From an optimization exercise on the open Yosys and OpenROAD flow, aimed at small area; shortcuts taken in it are not production practice. Only simulation tests tie the RTL to the original design; equivalence was not proved.

==> job 5578: inputs <==
// lcz80
module lcz80 (
	m1_n, 
	mreq_n, 
	iorq_n, 
	rd_n, 
	wr_n, 
	rfsh_n, 
	halt_n, 
	busak_n, 
	A, 
	dout, 
	reset_n, 
	clk, 
	wait_n, 
	int_n, 
	nmi_n, 
	busrq_n, 
	di
);
==> flow/config.mk <==
export PLATFORM = sky130hd
export DESIGN_NAME = lcz80
export DESIGN_NICKNAME = lcz80
export VERILOG_FILES = /design/flow/design.v
export SDC_FILE = /design/flow/constraint.sdc
export NUM_CORES = 4
export LEC_CHECK = 0
export CAP_MARGIN = 35
export CORE_MARGIN = 2
export CORE_UTILIZATION = 45
export GPL_TIMING_DRIVEN = 0
export SETUP_SLACK_MARGIN = 0.6
export SLEW_MARGIN = 35
==> flow/constraint.sdc <==
create_clock -name core_clock -period 11.0 [get_ports {clk}]
set_input_delay 2.2000 -clock core_clock [delete_from_list [all_inputs] [get_ports {clk}]]
set_output_delay 2.2000 -clock core_clock [all_outputs]
set_load 0.01 [all_outputs]
standard.sh (not shown) runs the stock make flow with config.mk's settings and CLKGATE_MAP_FILE= SYNTH_SCRIPT=/design/flow/synth_recipe.tcl, a recipe that flattens the netlist after the stock synthesis.
==> flow/flow/run.sh <==
#!/bin/bash
# Own layout flow: the standard flow (standard.sh) unchanged except that
#  - the combinational logic is mapped with an area-oriented ABC script (flow/area.abc)
#    instead of ORFS's speed script; every other synthesis step, and so every register,
#    is the standard synthesis's;
#  - half/full adders are left to ABC (no ADDER_MAP_FILE cell mapping);
#  - CTS runs without dummy loads, with larger sink clusters (CTS_ARGS replaces
#    the CTS settings of config.mk).
set -euo pipefail
W=$(pwd)
F=$W/flow
sed "s|log_cmd abc {\*}\$abc_args|log_cmd abc -script $F/area.abc {*}[lrange \$abc_args 2 end]|" \
  "$FLOW_HOME/scripts/synth.tcl" > "$W/area_synth_orfs.tcl"
grep -q "$F/area.abc" "$W/area_synth_orfs.tcl"
sed "s|\$::env(SCRIPTS_DIR)/synth.tcl|$W/area_synth_orfs.tcl|" "$W/synth_recipe.tcl" > "$W/area_synth.tcl"
grep -q "$W/area_synth_orfs.tcl" "$W/area_synth.tcl"
sed "s|SYNTH_SCRIPT=$W/synth_recipe.tcl|SYNTH_SCRIPT=$W/area_synth.tcl|" "$W/standard.sh" > "$W/area_standard.sh"
grep -q "SYNTH_SCRIPT=$W/area_synth.tcl" "$W/area_standard.sh"
export ADDER_MAP_FILE=
export CTS_ARGS="-sink_clustering_enable -repair_clock_nets -dont_use_dummy_load -sink_clustering_size 25 -sink_clustering_max_diameter 80 -buf_list sky130_fd_sc_hd__clkbuf_16"
bash "$W/area_standard.sh" > "$W/flow.log" 2>&1
==> flow/flow/area.abc <==
strash
&get -n
&st
&synch2
&dc2
&dch -f
&nf -R 1000
&st
&synch2
&dc2
&dch -f
&nf -R 1000
&st
&synch2
&dc2
&dch -f
&nf -R 1000
&st
&synch2
&dc2
&dch -f
&nf -R 1000
&st
&synch2
&dc2
&dch -f
&nf -R 1000
&st
&dch -f
&nf -R 2000 -E 10
&put
==> job 937: changes against job 5578 <==
--- a/flow/flow/run.sh
+++ b/flow/flow/run.sh
@@ -4,6 +4,7 @@
 #    instead of ORFS's speed script; every other synthesis step, and so every register,
 #    is the standard synthesis's;
 #  - half/full adders are left to ABC (no ADDER_MAP_FILE cell mapping);
+#  - ports are buffered with buf_1 cells (BUFFER_PORTS_ARGS);
 #  - CTS runs without dummy loads, with larger sink clusters (CTS_ARGS replaces
 #    the CTS settings of config.mk).
 set -euo pipefail
@@ -17,5 +18,6 @@
 sed "s|SYNTH_SCRIPT=$W/synth_recipe.tcl|SYNTH_SCRIPT=$W/area_synth.tcl|" "$W/standard.sh" > "$W/area_standard.sh"
 grep -q "SYNTH_SCRIPT=$W/area_synth.tcl" "$W/area_standard.sh"
 export ADDER_MAP_FILE=
-export CTS_ARGS="-sink_clustering_enable -repair_clock_nets -dont_use_dummy_load -sink_clustering_size 25 -sink_clustering_max_diameter 80 -buf_list sky130_fd_sc_hd__clkbuf_16"
+export BUFFER_PORTS_ARGS="-inputs -outputs -buffer_cell sky130_fd_sc_hd__buf_1"
+export CTS_ARGS="-sink_clustering_enable -repair_clock_nets -dont_use_dummy_load -sink_clustering_size 20 -sink_clustering_max_diameter 60 -buf_list sky130_fd_sc_hd__clkbuf_16"
 bash "$W/area_standard.sh" > "$W/flow.log" 2>&1
==> flow/flow/area.abc (replaced) <==
strash
&get -n
&st
&synch2
&dch -f
&nf -R 1000
&st
&synch2
&dch -f
&nf -R 1000
&st
&synch2
&dch -f
&nf -R 1000
&st
&synch2
&dch -f
&nf -R 1000
&st
&synch2
&dch -f
&nf -R 1000
&put
==> impl_metrics.json <==
{
  "dpl_worst_slack_ns": -0.5984,
  "worst-r2r-cell-count": 28,
  "run_status": "no timing/DRC/antenna violations",
  "antenna_found_initial": 5,
  "postCtsResizedCells": 14,
  "stdcell_count": 4433,
  "slew_headroom_pct": 29.59,
  "fin_ws_ns": 0.4774,
  "post_synth_inst_count": 3495
}
The numbers above come from job 937.

==> impl_metrics.json <==
{
  "run_status": "no timing/DRC/antenna violations",
  "stdcell_count": 4271,
  "dpl_worst_slack_ns": -0.7852,
  "drt-pass1-iter-count": 8,
  "slew_headroom_pct": 25.03,
  "final_max_slew_viol_count": 0,
  "multi_input_area_share_pct": 58.05,
  "fillers": 5686,
  "grt_pass1_wl_um": 213000,
  "fin_ws_ns": 0.5436,
  "worst-r2r-cell-count": 29,
  "post_synth_inst_count": 3350,
  "postCtsResizedCells": 11,
  "antenna_found_initial": 6,
  "fmaxAchievable_mhz": 95.63,
  "primary_flip_flop_cell_chosen_by_synthesis_mapping": "sky130_fd_sc_hd__edfxtp_1"
}
The numbers above come from job 5578.


* * *

==> try-juniper: inputs <==
lcz80 again, from the RTL that the note above started with.
clock: 11.0 ns
lec_check: 0
cap_margin: 25
core_margin: 2
core_utilization: 45
gpl_timing_driven: 0
setup_slack_margin: 0.6
slew_margin: 25
==> flow/flow/run.sh <==
#!/bin/bash
# Own layout flow: the standard flow (standard.sh) unchanged except that
#  - the combinational logic is mapped with an area-oriented ABC script (flow/area.abc)
#    instead of ORFS's speed script; every other synthesis step, and so every register,
#    is the standard synthesis's;
#  - half/full adders are left to ABC (no ADDER_MAP_FILE cell mapping);
#  - CTS runs without dummy loads, with larger sink clusters (CTS_ARGS replaces
#    the CTS settings of config.mk).
set -euo pipefail
W=$(pwd)
F=$W/flow
sed "s|log_cmd abc {\*}\$abc_args|log_cmd abc -script $F/area.abc {*}[lrange \$abc_args 2 end]|" \
  "$FLOW_HOME/scripts/synth.tcl" > "$W/area_synth_orfs.tcl"
grep -q "$F/area.abc" "$W/area_synth_orfs.tcl"
sed "s|\$::env(SCRIPTS_DIR)/synth.tcl|$W/area_synth_orfs.tcl|" "$W/synth_recipe.tcl" > "$W/area_synth.tcl"
grep -q "$W/area_synth_orfs.tcl" "$W/area_synth.tcl"
sed "s|SYNTH_SCRIPT=$W/synth_recipe.tcl|SYNTH_SCRIPT=$W/area_synth.tcl|" "$W/standard.sh" > "$W/area_standard.sh"
grep -q "SYNTH_SCRIPT=$W/area_synth.tcl" "$W/area_standard.sh"
export ADDER_MAP_FILE=
export CTS_ARGS="-sink_clustering_enable -repair_clock_nets -dont_use_dummy_load -sink_clustering_size 25 -sink_clustering_max_diameter 80 -buf_list sky130_fd_sc_hd__clkbuf_16"
bash "$W/area_standard.sh" > "$W/flow.log" 2>&1
==> flow/flow/area.abc <==
strash
&get -n
&st
&synch2
&dc2
&dch -f
&nf -R 1000
&st
&synch2
&dc2
&dch -f
&nf -R 1000
&st
&synch2
&dc2
&dch -f
&nf -R 1000
&st
&synch2
&dc2
&dch -f
&nf -R 1000
&st
&synch2
&dc2
&dch -f
&nf -R 1000
&st
&dch -f
&nf -R 2000 -E 10
&put
==> inputs of try-cedar, as changes to try-juniper <==
--- a/flow/flow/run.sh
+++ b/flow/flow/run.sh
@@ -19,3 +19,3 @@
 export ADDER_MAP_FILE=
-export CTS_ARGS="-sink_clustering_enable -repair_clock_nets -dont_use_dummy_load -sink_clustering_size 25 -sink_clustering_max_diameter 80 -buf_list sky130_fd_sc_hd__clkbuf_16"
+export CTS_ARGS="-sink_clustering_enable -repair_clock_nets -dont_use_dummy_load -sink_clustering_size 30 -sink_clustering_max_diameter 100 -buf_list sky130_fd_sc_hd__clkbuf_16"
 bash "$W/area_standard.sh" > "$W/flow.log" 2>&1
==> flow/flow/area.abc (replaced) <==
strash
&get -n
&st
&synch2
&dch -f
&nf -R 1000
&st
&synch2
&dch -f
&nf -R 1000
&st
&synch2
&dch -f
&nf -R 1000
&st
&synch2
&dch -f
&nf -R 1000
&st
&synch2
&dch -f
&nf -R 1000
&put
--- a/flow/config.mk
+++ b/flow/config.mk
@@ -7,3 +7,3 @@
 export LEC_CHECK = 0
-export CAP_MARGIN = 25
+export CAP_MARGIN = 35
 export CORE_MARGIN = 2
@@ -12,2 +12,2 @@
 export SETUP_SLACK_MARGIN = 0.6
-export SLEW_MARGIN = 25
+export SLEW_MARGIN = 35
==> summary.md <==
| Metric | Value |
|---|---|
| CP max FO | `23` |
| Initial DRC count | `6277` |
| Status | `finished clean` |
| Wl on met1 | `54.3 mm` |
| Post-synthesis xor/xnor area fraction | `3.83%` |
| Setup ws final | `0.585 ns` |
| Cts repair resizes | `12` |
-- figures above: try-cedar

==> summary.md <==
| Metric | Value |
|---|---|
| Post-synthesis xor/xnor area fraction | `3.15%` |
| Critical path's top delay family | `simple AND/OR/NAND/NOR gates` |
| Status | `finished clean` |
| Initial DRC count | `5954` |
| Sequential Area | `9630 um^2` |
| Wl on met1 | `55.2 mm` |
| Cts repair resizes | `13` |
-- figures above: try-juniper

[afterwards: timing with drivers on the ports]
The results above use ideal ports. As a check the final layouts listed here were re-extracted and re-timed, cells and wires unchanged. Step 1, drivers: a clkbuf_16 drives clk and a buf_2 each remaining input, both assumed. Step 2 moves the port delays by t, midway between the first and last clock arrival at a register: inputs arrive t later, outputs are due t later. That takes back most of the time a late clock gives input paths. Slacks: ideal / step 1 / step 2; pairs: ideal / step 1.
run	shift t [ns]	setup slack, ns	worst setup path after step 2	worst register clock-pin slew, ns	worst data-port slew with drivers (ns)
job 5578	0.645	0.544 / 0.544 / 0.544	register to register	0.10 / 0.10	0.05
job 937	0.634	0.477 / 0.478 / 0.478	register to register	0.08 / 0.08	0.04
try-juniper	0.642	0.730 / 0.730 / 0.730	register to register	0.10 / 0.10	0.05
try-cedar	0.641	0.585 / 0.585 / 0.585	register to register	0.12 / 0.12	0.05
After both steps setup and hold are still met in every run listed.
